From an optimization exercise on the open Yosys and OpenROAD flow, aimed at small area and a short achievable clock period; shortcuts taken in it are not production practice. Function was checked by simulation only, so behaviour that the tests miss may differ from the original. Power is estimated from default activity; no workload was simulated.

==> design.v <==
module processing_element #(
        parameter DATA_WIDTH = 8,
        parameter ACC_WIDTH = 32
)(
        input logic clk,
        input logic rst_n,
        input logic [DATA_WIDTH-1:0] data_in,
        input logic [DATA_WIDTH-1:0] weight_in,
        input logic [ACC_WIDTH-1:0] partial_sum_in,
        input logic valid_in,
        input logic accumulate_en,
        input logic clear_acc,
        input logic use_partial_sum,
        output logic [DATA_WIDTH-1:0] data_out,
        output logic [DATA_WIDTH-1:0] weight_out,
        output logic [ACC_WIDTH-1:0] partial_sum_out,
        output logic valid_out
);
        logic [ACC_WIDTH-1:0] accumulator;
        logic [DATA_WIDTH-1:0] data_reg;
        logic [DATA_WIDTH-1:0] weight_reg;
        logic [2*DATA_WIDTH-1:0] product;
        logic [ACC_WIDTH-1:0] sum;
        logic valid_reg;
        always_ff @(posedge clk or negedge rst_n) begin
                if (!rst_n) begin
                        product <= '0;
                        data_reg <= '0;
                        weight_reg <= '0;
                        valid_reg <= '0;
                end else begin
                        if (valid_in) begin
                                product <= data_in * weight_in;
                                data_reg <= data_in;
                                weight_reg <= weight_in;
                        end
                        valid_reg <= valid_in;
                end
        end
        always_ff @(posedge clk or negedge rst_n) begin
                if (!rst_n) begin
                        accumulator <= '0;
                end else if (clear_acc) begin
                        accumulator <= '0;
                end else if (valid_reg) begin
                        if (accumulate_en) begin
                                accumulator <= accumulator + ACC_WIDTH'(product);
                        end else begin
                                accumulator <= ACC_WIDTH'(product);
                        end
                end
        end
        always_comb begin
                if (use_partial_sum) begin
                        sum = partial_sum_in + accumulator;
                end else begin
                        sum = accumulator;
                end
        end
        always_ff @(posedge clk or negedge rst_n) begin
                if (!rst_n) begin
                        partial_sum_out <= '0;
                        data_out <= '0;
                        weight_out <= '0;
                        valid_out <= '0;
                end else begin
                        partial_sum_out <= sum;
                        data_out <= data_reg;
                        weight_out <= weight_reg;
                        valid_out <= valid_reg;
                end
        end
endmodule
==> run.sh <==
#!/bin/bash
# synth_recipe.tcl (not shown) runs the flow's synth.tcl, then flattens the netlist and writes it again
# the make line also repeats each setting of config.mk as NAME=value (left out here)
make -C /OpenROAD-flow-scripts/flow DESIGN_CONFIG=/design/flow/config.mk WORK_HOME=/design/flow/orfs CLKGATE_MAP_FILE= SYNTH_SCRIPT=/design/flow/synth_recipe.tcl finish
==> config.mk <==
export PLATFORM = sky130hd
export DESIGN_NAME = processing_element
export DESIGN_NICKNAME = processing_element
export VERILOG_FILES = /design/flow/design.v
export SDC_FILE = /design/flow/constraint.sdc
export NUM_CORES = 4
export LEC_CHECK = 0
export CAP_MARGIN = 20
export CORE_MARGIN = 2
export CORE_UTILIZATION = 40
export SLEW_MARGIN = 20
==> constraint.sdc <==
create_clock -name core_clock -period 5.5 [get_ports {clk}]
set_input_delay 1.1000 -clock core_clock [delete_from_list [all_inputs] [get_ports {clk}]]
set_output_delay 1.1000 -clock core_clock [all_outputs]
set_load 0.01 [all_outputs]
==> summary.md <==
| Metric | Value |
|---|---|
| Count of nets left with antenna violations after detail routing | 0 |
| Critical-path cell list | clkdlybuf4s50_1, and2_1, fa_1, fa_1, ha_1, inv_1, fa_1, inv_1, ha_1, nor2b_1, o21ai_1, a21boi_1, o21ai_1, a21oi_2, a41oi_1, nor2b_1, xnor2_1, mux2_2 |
| Deepest clock path buffer count | 2 |
| Share of the yosys chip area belonging to registers | 32.4% |
| LEAKAGE | 5.14 nW |
| Cell types with the largest area share after synthesis | sky130_fd_sc_hd__dfrtp_1 32%, sky130_fd_sc_hd__ha_1 12%, sky130_fd_sc_hd__fa_1 8.6%, sky130_fd_sc_hd__mux2_2 6.5%, sky130_fd_sc_hd__and2_1 3.7% |
| Max_slew headroom | 32.0% |
| Critical path data arrival time | 5.53 ns |
| Power Dens Cells | 361 nW/um^2 |
| Via count of the first global-routing pass | 6644 |
| Die W | 152 um |
| Routability Congestion | 0.850 |
| Async set-reset flop share out of synthesis | 100% |
| Utilization after layout | 50.6% |
| Number of different library cells in the post-synthesis netlist | 75 |
| Global-route usage over all layers | 17.5% |
| Status | timing/DRC/antenna clean |
| Number of detailed-route iterations in the first pass | 5 |
| Cell type with the highest aggregate area in the netlist | sky130_fd_sc_hd__dfrtp_1 |
| Antenna violations before repair | 0 |
| Count of input and output buffers | 102 |
| Maximum level of the CTS H-tree | 4 |
| Largest net degree at the start of global routing | 62 |
| Achievable frequency | 0.191 GHz |
| Share of Yosys cell area claimed by the top area cell type | 32.4% |
| Total number of vias | 6785 |
| Ratio of final minimum period to clock period | 95.1% |
| Most common cell after layout, fill and taps aside | sky130_fd_sc_hd__dfrtp_1 |
| Drt via density | 5.15 |
| Worst-margin pin slew | 1.02 ns |
| Nets | 1199 |
| Most used flip-flop cell after synthesis | sky130_fd_sc_hd__dfrtp_1 |
| Number of synthesized register bits | 114 |
| Critical path fanouts, max | 6 |
| Highest-count cells in the layout ignoring fill and taps | 114 x sky130_fd_sc_hd__dfrtp_1, 97 x sky130_fd_sc_hd__clkdlybuf4s50_1, 83 x sky130_fd_sc_hd__ha_1, 69 x sky130_fd_sc_hd__inv_1, 54 x sky130_fd_sc_hd__a21oi_1 |
| Residual DRC count | 0 |
| Slowest Stage Delay on Critical Path | 0.55 ns |
| Switching Fraction | 33.4% |
| CTS Sinks | 114 |
| Final-report hold violation count | 0 |
| Fraction of power consumed by the clock network | 29.6% |
| Maximum resistive drop on vdd | 231 uV |
| Initial core utilization | 40.5% |
| Routed WL per cell | 14.7 um |
| Most common cell on crit path | sky130_fd_sc_hd__fa_1 |
| Count of hold buffers inserted by post-cts repair | 0 |
| Area of the mapped netlist | 8810 sq um |
| Number of inserted diodes | 0 |
| Cell-internal power | 2.65 mW |
| Gate Count Post-Synth | 889 |
| Setup-violating endpoint count in the final report | 0 |
| Area enclosed by the die boundary | 23200 sq um |
| Post-synthesis area per instance | 9.91 sq um |
| Overall Power | 3.98 mW |
| Synthesized netlist net count | 1064 |
| Clk Latency, worst-skew pair | 0.42 ns |
| Number of DRC markers in iteration 0 | 307 |
| Postcts setup bufs | 0 |
| Shortest period the worst path allows | 5.23 ns |
| Yosys Warn Count | 1 |
| Worst Hold Class | register to register |
| Setup clock skew after layout | 0.00945 ns |
| Area growth from synthesis to layout | 24.9% |
| Total negative slack | 0 ns |
| Fraction of final layout cells with drive strength greater than 1 | 14.9% |
| Worst Path Class, Setup | input port to register |
| Count of flip-flops with a built-in enable after synthesis | 0 |
| Estimated wirelength of the detail-placed design | 14700 um |
| Top-Level Pins | 103 |
| Clock transition time at the flip-flop clock pins of the worst setup and hold paths | 0.05 ns |
| Slowest cell on the critical path | sky130_fd_sc_hd__fa_1 |
| CTS buffer count | 17 |
| Combinational share of power | 43.3% |
| First-pass GRT wire length | 33300 um |
| Global route total overflow | 0 |
| CP Capture Type | register |
| CORE AREA | 21800 sq um |
| WP data required | 5.80 ns |
| Crit start category | input port |
| Max-Cap Viols | 0 |
| Root cell of the clock tree | sky130_fd_sc_hd__clkbuf_16 |
| Core Rows | 54 |
| Floorplan die height | 152 um |
| Biggest registers after layout | accumulator: 32 flops, partial_sum_out: 32 flops, product: 16 flops |
| NetSw | 1.33 mW |
| TritonCTS clock tree | built |
| Aggregate routed wire length | 19400 um |
| Number of max-slew violations in the final report | 0 |
| Reg power frac | 27.1% |
==> metal layers <==
layer / vias to the layer above / GRT usage, % / wire (um)
met5: - / 0 / 0
met4: 0 / 4.50 / 165
met3: 10 / 3.67 / 859
met2: 126 / 27.6 / 8670
met1: 3236 / 24.8 / 9710
li1: 3413 / - / -
==> final cells by class <==
type | instances | area, sq um
Sequential cell | 114 | 2850
Inverter | 69 | 259
Timing Repair Buffer | 143 | 1340
Tap cell | 280 | 350
Fill cell | 2025 | 10700
Clock inverter | 10 | 156
Multi-Input combinational cell | 679 | 5590
Clock buffer | 22 | 464
==> metrics by stage <==
step | hold WS [ns] | cell area [sq um] | cells | worst slack [ns]
after floorplan | 0.350 | 8810 | 889 | 0.543
final | 0.368 | 11000 | 1317 | 0.269
after detailed placement | 0.361 | 10400 | 1285 | -0.309
after global placement | 0.354 | 10400 | 1285 | -0.219
after CTS | 0.374 | 11000 | 1317 | 0.127
after global routing | 0.378 | 11000 | 1317 | -0.0220
==> critical path: cells and delay by family <==
family	cells	cell delay, ns
xor+xnor	1	0.08
fa+ha+maj	5	2.09
compound gates	5	0.83
buf+inv	3	0.62
simple gates	3	0.56
mux	1	0.26
==> logic make-up (layout without fill, tap and decap cells) <==
group	Yosys count	count (layout)	synth area share (%)
flops	114	114	32.4
fa+ha+maj	121	121	20.4
mux	62	62	7.77
xor+xnor	46	46	4.57
compound gates	200	200	15.4
simple gates	250	250	15.1
buf+inv	96	244	4.33
==> synth_stat cells, types with 3 or more instances <==
cell type                  number
sky130_fd_sc_hd__a211oi_1      16
sky130_fd_sc_hd__a31oi_1        9
sky130_fd_sc_hd__fa_1          38
sky130_fd_sc_hd__or2_2          3
sky130_fd_sc_hd__buf_1          6
sky130_fd_sc_hd__mux2i_1       11
sky130_fd_sc_hd__inv_1         69
sky130_fd_sc_hd__o22ai_1        4
sky130_fd_sc_hd__nor2b_1        9
sky130_fd_sc_hd__and3_1         5
sky130_fd_sc_hd__a21o_1        15
sky130_fd_sc_hd__or4_1          6
sky130_fd_sc_hd__a311oi_1       3
sky130_fd_sc_hd__nand3b_1       5
sky130_fd_sc_hd__xor2_1        13
sky130_fd_sc_hd__o311a_1        3
sky130_fd_sc_hd__and3_2         3
sky130_fd_sc_hd__clkbuf_1      16
sky130_fd_sc_hd__o21ai_1        4
sky130_fd_sc_hd__nand2_1       53
sky130_fd_sc_hd__a21oi_1       55
sky130_fd_sc_hd__o21ai_0       35
sky130_fd_sc_hd__nand4_1       10
sky130_fd_sc_hd__o211ai_1      12
sky130_fd_sc_hd__nor3_1        13
sky130_fd_sc_hd__ha_1          83
sky130_fd_sc_hd__xnor2_1       33
sky130_fd_sc_hd__a21boi_0       3
sky130_fd_sc_hd__nand3_1       18
sky130_fd_sc_hd__o21a_1         7
sky130_fd_sc_hd__dfrtp_1      114
sky130_fd_sc_hd__mux2_2        51
sky130_fd_sc_hd__or3_1          5
sky130_fd_sc_hd__a211o_1        3
sky130_fd_sc_hd__nand2b_1       4
sky130_fd_sc_hd__nor2_1        47
sky130_fd_sc_hd__o21bai_1       7
sky130_fd_sc_hd__and2_1        52
==> timing repair <==
action	4_1_cts	5_1_grt
endpoints found under the hold margin	0	0
resized for setup	0	10
endpoints found under the setup margin	0	4
==> worst paths after layout <==
kind,startpoint,end,slack (ns),cells past startpoint
worst max-delay path,weight_in[4],product[13],0.27,18
worst min-delay path,weight_reg[0],weight_out[0],0.37,0
worst max register to register,accumulator[1],accumulator[30],2.55,11
max in group asynchronous,rst_n,accumulator[21],3.83,2
worst min register to register,weight_reg[0],weight_out[0],0.37,0
min in group asynchronous,rst_n,partial_sum_out[31],0.76,1
==> power groups by stage <==
stage	Combinational (mW)	Sequential, mW	Clock, mW
final	1.72	1.08	1.18
after global routing	1.94	1.10	1.25
after CTS	1.72	1.08	1.21
after detailed placement	1.71	1.09	0
after global placement	1.69	1.09	0
after floorplan	1.20	1.09	0

port drivers added, routing unchanged:
How much do the figures lean on ideal ports? The routed layout below was timed once more, with nothing changed but the port constraints.
Step 1 assumes that a clkbuf_16 drives the clock port and a buf_2 every other input.
Step 2 also shifts input and output timing later by t, the mid clock arrival at the registers, as if the neighbouring blocks saw the same clock.
Slacks: ideal / step 1 / step 2; pairs: ideal / step 1.
t, ns: 0.459
setup WS [ns]: 0.269 / 0.288 / -0.170
worst setup path at the end: input to register
pins driven straight from the clock port: 1
Met with ideal ports but missed after step 2: setup timing in this run. For this run, drivers alone change the setup slack by +0.019 ns; drivers and shift together by -0.439 ns.
